From an optimization exercise on the open Yosys and OpenROAD flow, aimed at small area, a short achievable clock period and few clock cycles per item; shortcuts taken in it are not production practice.
Only simulation tests tie the RTL to the original design; equivalence was not proved.
Power and IR drop assume default switching activity.

== pepper ==
==> flow/design.v <==
module switch
#(
    parameter ROUTER_WIDTH = 2,
    parameter AURORA_WIDTH = 256
)(
    input clk,
    input rst_n,
    input [ROUTER_WIDTH - 1:0] src_router,
    input empty_input_port_0,
    input [AURORA_WIDTH - 1:0] data_in_port_0,
    output rd_input_port_0,
    input empty_ack_fifo,
    input [AURORA_WIDTH - 1:0] ack_data,
    output rd_ack_fifo,
    input empty_input_port_1,
    input [AURORA_WIDTH - 1:0] data_in_port_1,
    output rd_input_port_1,
    input empty_input_port_2,
    input [AURORA_WIDTH - 1:0] data_in_port_2,
    output rd_input_port_2,
    output we_output_port_0,
    output [AURORA_WIDTH - 1:0] data_out_port_0,
    output we_output_port_1,
    output [AURORA_WIDTH - 1:0] data_out_port_1,
    output we_output_port_2,
    output [AURORA_WIDTH - 1:0] data_out_port_2
);
wire [AURORA_WIDTH - 1:0] din [0:3];
assign din[0] = data_in_port_0;
assign din[1] = ack_data;
assign din[2] = data_in_port_1;
assign din[3] = data_in_port_2;
wire [3:0] empty = {empty_input_port_2, empty_input_port_1, empty_ack_fifo, empty_input_port_0};
reg [3:0] held;    
reg [3:0] sel_a;   
reg [3:0] sel_b;   
reg [1:0] ptr;     
wire [3:0] is0, is1, is2;
genvar g;
generate
    for (g = 0; g < 4; g = g + 1) begin : g_route
        wire [1:0] rel = din[g][3:2] - src_router;
        assign is0[g] = (rel == 2'd0);
        assign is1[g] = (rel == 2'd3);
        assign is2[g] = rel[1] ^ rel[0];
    end
endgenerate
wire [3:0] wa  = sel_a & held & is2;
wire [3:0] wb0 = sel_b & held & is0;
wire [3:0] wb1 = sel_b & held & is1;
wire [3:0] wr  = wa | wb0 | wb1;
wire [3:0] rd  = ~held | wr;
assign rd_input_port_0 = rd[0];
assign rd_ack_fifo     = rd[1];
assign rd_input_port_1 = rd[2];
assign rd_input_port_2 = rd[3];
assign we_output_port_2 = |wa;
assign we_output_port_0 = |wb0;
assign we_output_port_1 = |wb1;
reg [AURORA_WIDTH - 1:0] out_a, out_b;
integer k;
always @(*) begin
    out_a = {AURORA_WIDTH{1'b0}};
    out_b = {AURORA_WIDTH{1'b0}};
    for (k = 0; k < 4; k = k + 1) begin
        out_a = out_a | (din[k] & {AURORA_WIDTH{sel_a[k]}});
        out_b = out_b | (din[k] & {AURORA_WIDTH{sel_b[k]}});
    end
end
assign data_out_port_2 = out_a;
assign data_out_port_0 = out_b;
assign data_out_port_1 = out_b;
wire [3:0] pop  = rd & ~empty;
wire [3:0] kept = held & ~wr;
wire [3:0] cand_a = kept & is2;
wire [3:0] cand_b = kept & ~is2;
function [3:0] pick_first(input [3:0] req, input [1:0] p);
    reg [7:0] d;
    reg [3:0] r, o;
    begin
        d = {req, req} >> p;
        r = d[3:0];
        o = r & ~(r - 4'd1);
        d = {o, o} << p;
        pick_first = d[7:4];
    end
endfunction
function [3:0] pick_last(input [3:0] req, input [1:0] p);
    reg [7:0] d;
    reg [3:0] r, o;
    begin
        d = {req, req} >> p;
        r = d[3:0];
        o = r[3] ? 4'b1000 : r[2] ? 4'b0100 : r[1] ? 4'b0010 : r[0] ? 4'b0001 : 4'b0000;
        d = {o, o} << p;
        pick_last = d[7:4];
    end
endfunction
wire [3:0] next_a = pick_first((|cand_a) ? cand_a : pop, ptr);
wire [3:0] next_b = (|cand_b) ? pick_first(cand_b, ptr) : pick_last(pop, ptr);
always @(posedge clk or negedge rst_n) begin
    if (!rst_n) begin
        held  <= 4'd0;
        sel_a <= 4'd0;
        sel_b <= 4'd0;
        ptr   <= 2'd0;
    end else begin
        held  <= pop | kept;
        sel_a <= next_a;
        sel_b <= next_b;
        ptr   <= ptr + 2'd1;
    end
end
endmodule
module routing_table
#(
    parameter ROUTER_WIDTH = 2
)(
    input [ROUTER_WIDTH - 1:0] src_router,
    input [ROUTER_WIDTH - 1:0] pkt_dst_router,
    output reg [ROUTER_WIDTH - 1:0] next_router
);
localparam ROUTER0 = 2'b00;
localparam ROUTER1 = 2'b01;
localparam ROUTER2 = 2'b10;
localparam ROUTER3 = 2'b11;
always @(*) begin
    case (src_router)
        ROUTER0: begin
            if (pkt_dst_router == ROUTER1) begin
                next_router = ROUTER1; 
            end
            else if (pkt_dst_router == ROUTER2) begin
                next_router = ROUTER1; 
            end
            else if (pkt_dst_router == ROUTER3) begin
                next_router = ROUTER3; 
            end
            else begin
                next_router = ROUTER0; 
            end
        end
        ROUTER1: begin
            if (pkt_dst_router == ROUTER0) begin
                next_router = ROUTER0; 
            end
            else if (pkt_dst_router == ROUTER2) begin
                next_router = ROUTER2;
            end
            else if (pkt_dst_router == ROUTER3) begin
                next_router = ROUTER2;
            end
            else begin
                next_router = ROUTER1;
            end
        end
        ROUTER2: begin
            if (pkt_dst_router == ROUTER0) begin
                next_router = ROUTER3;
            end
            else if (pkt_dst_router == ROUTER1) begin
                next_router = ROUTER1;
            end
            else if (pkt_dst_router == ROUTER3) begin
                next_router = ROUTER3;
            end
            else begin
                next_router = ROUTER2;
            end
        end
        ROUTER3: begin
            if (pkt_dst_router == ROUTER0) begin
                next_router = ROUTER0;
            end
            else if (pkt_dst_router == ROUTER1) begin
                next_router = ROUTER0;
            end
            else if (pkt_dst_router == ROUTER2) begin
                next_router = ROUTER2;
            end
            else begin
                next_router = ROUTER3;
            end
        end
        default: begin
            next_router = src_router;  
        end
    endcase
end
endmodule
module router_switch
#(
    parameter ROUTER_WIDTH = 2,
    parameter AURORA_WIDTH = 256
)(
    input clk,
    input rst_n,
    input [ROUTER_WIDTH - 1:0] src_router,
    input empty_input_port_0,
    input [AURORA_WIDTH - 1:0] data_in_port_0,
    output rd_input_port_0,
    input empty_ack_fifo,
    input [AURORA_WIDTH - 1:0] ack_data,
    output rd_ack_fifo,
    input empty_input_port_1,
    input [AURORA_WIDTH - 1:0] data_in_port_1,
    output rd_input_port_1,
    input empty_input_port_2,
    input [AURORA_WIDTH - 1:0] data_in_port_2,
    output rd_input_port_2,
    output we_output_port_0,
    output [AURORA_WIDTH - 1:0] data_out_port_0,
    output we_output_port_1,
    output [AURORA_WIDTH - 1:0] data_out_port_1,
    output we_output_port_2,
    output [AURORA_WIDTH - 1:0] data_out_port_2
);
switch #(
    .ROUTER_WIDTH(ROUTER_WIDTH),
    .AURORA_WIDTH(AURORA_WIDTH)
) switch_i (
    .clk(clk),
    .rst_n(rst_n),
    .src_router(src_router),
    .empty_input_port_0(empty_input_port_0),
    .data_in_port_0(data_in_port_0),
    .rd_input_port_0(rd_input_port_0),
    .empty_ack_fifo(empty_ack_fifo),
    .ack_data(ack_data),
    .rd_ack_fifo(rd_ack_fifo),
    .empty_input_port_1(empty_input_port_1),
    .data_in_port_1(data_in_port_1),
    .rd_input_port_1(rd_input_port_1),
    .empty_input_port_2(empty_input_port_2),
    .data_in_port_2(data_in_port_2),
    .rd_input_port_2(rd_input_port_2),
    .we_output_port_0(we_output_port_0),
    .data_out_port_0(data_out_port_0),
    .we_output_port_1(we_output_port_1),
    .data_out_port_1(data_out_port_1),
    .we_output_port_2(we_output_port_2),
    .data_out_port_2(data_out_port_2)
);
endmodule
clock: 5.0 ns
lec_check: 0
cap_margin: 20
core_area: 5 5 645 645
die_area: 0 0 650 650
slew_margin: 20
standard.sh (not shown) runs the stock make flow with config.mk's settings and CLKGATE_MAP_FILE= SYNTH_SCRIPT=/design/flow/synth_recipe.tcl, a recipe that flattens the netlist after the stock synthesis.
==> flow/flow/run.sh <==
#!/bin/bash
# Own layout flow: the standard ORFS flow with
#  - minimum-size port buffers (every port still gets its own buffer),
#  - pins grouped per data bit: bit j of the four inputs and three outputs
#    sit next to each other, so each bit's mux stays local.
set -euo pipefail
here=$(pwd)
export BUFFER_PORTS_ARGS="-buffer_cell sky130_fd_sc_hd__buf_1"
export PRE_IO_PLACEMENT_TCL="$here/flow/pins.tcl"
bash standard.sh > "$here/standard.log" 2>&1
==> flow/flow/pins.tcl <==
# Group the pins of each data bit so its mux can be placed next to them.
for {set j 0} {$j < 256} {incr j} {
  set names {}
  foreach p {data_in_port_0 ack_data data_in_port_1 data_in_port_2 data_out_port_2 data_out_port_0 data_out_port_1} {
    lappend names "$p\[$j\]"
  }
  set_io_pin_constraint -group -order -pin_names $names
}
pepper: flow completed, timing, DRC and antenna clean
Testbench counts of pepper, summed over its fixed seeds: cycles 1,175, items 1,920.
Edits applied to the flow inputs when going from pepper to maple:
==> flow/run.sh (new file) <==
#!/bin/bash
# synth_recipe.tcl (not shown) runs the flow's synth.tcl, then flattens the netlist and writes it again
# the make line also repeats each setting of config.mk as NAME=value (left out here)
make -C /OpenROAD-flow-scripts/flow DESIGN_CONFIG=/design/flow/config.mk WORK_HOME=/design/flow/orfs CLKGATE_MAP_FILE= SYNTH_SCRIPT=/design/flow/synth_recipe.tcl finish
removed: flow/flow/run.sh
removed: flow/flow/pins.tcl
removed: flow/standard.sh
==> comparison <==
- Note that the fmax recorded for pepper amounts to 1.17 times the value seen in maple.
- When the final numbers for pepper and maple were put side by side, the initial antenna violation count turned out to be greater in maple.
- Layout overhead on the synthesized area for maple: 90 points up relative to pepper
- For register-to-register slack, maple and pepper come out practically identical.
- Delta(cell area after layout, maple - pepper) > 0
- Setup WNS pepper -> maple: worse
- In maple, the final cell count came out 2.5% above the value in pepper.
- Of pepper and maple, the higher combinational power share belongs to maple.
[inputs] xenon vs maple
Settings: CORE_AREA now 5 5 295 295, was 5 5 645 645; DIE_AREA now 0 0 300 300, was 0 0 650 650.
Findings:
- maple: done, clean on timing, DRC and antenna
- xenon: aborted in 3_2_place_iop (tool error)
- From maple to xenon, area share of and/or/nand/nor cells after synthesis did not move at all.
- Post-synthesis area per instance came out exactly the same in maple and xenon.
- Share of synthesized cell area in full adder, half adder and majority cells came out exactly the same in maple and xenon.
- Part of the Yosys area used for sequential elements: xenon vs maple, no meaningful difference
- Die boundary height (higher): maple
- Reported for maple and xenon, post-synthesis instance area turned out identical to the last digit.
- Comparing maple against xenon, there is no change at all in fraction of registers with async set/reset.
- Sort maple and xenon by number of cell rows desc -> top: maple
- Summary of the comparison: width of the chip is lower in xenon, relative to maple.
- Of maple and xenon, the run reporting the higher effective utilization at floorplan was xenon.
- Any difference in synthesized cell count between xenon and maple is small enough to ignore.

separate check: timing with driven ports:
The flow's constraints put no driver on any port. The routed layouts listed below were extracted and timed again, unchanged, in two steps.
Step 1 sets driving cells, clkbuf_16 on the clock port and buf_2 on the other inputs (assumed; they add their load-dependent delay and slew).
Step 2 also shifts input and output timing later by t, the mid clock arrival at the registers, as if the neighbouring blocks saw the same clock.
Slacks: no drivers / after step 1 / after step 2; pairs: no drivers / after step 1.
run | shift t [ns] | setup WS [ns] | hold WS [ns]
pepper | 0.305 | 1.118 / 1.084 / 1.084 | 0.688 / 0.688 / 0.688
maple | 0.314 | 0.454 / 0.373 / 0.373 | 0.714 / 0.714 / 0.714
After both steps setup and hold are still met in every run listed. The setup slack of maple, which loses most, moves by -0.081 ns with the drivers and by -0.081 ns with both steps.
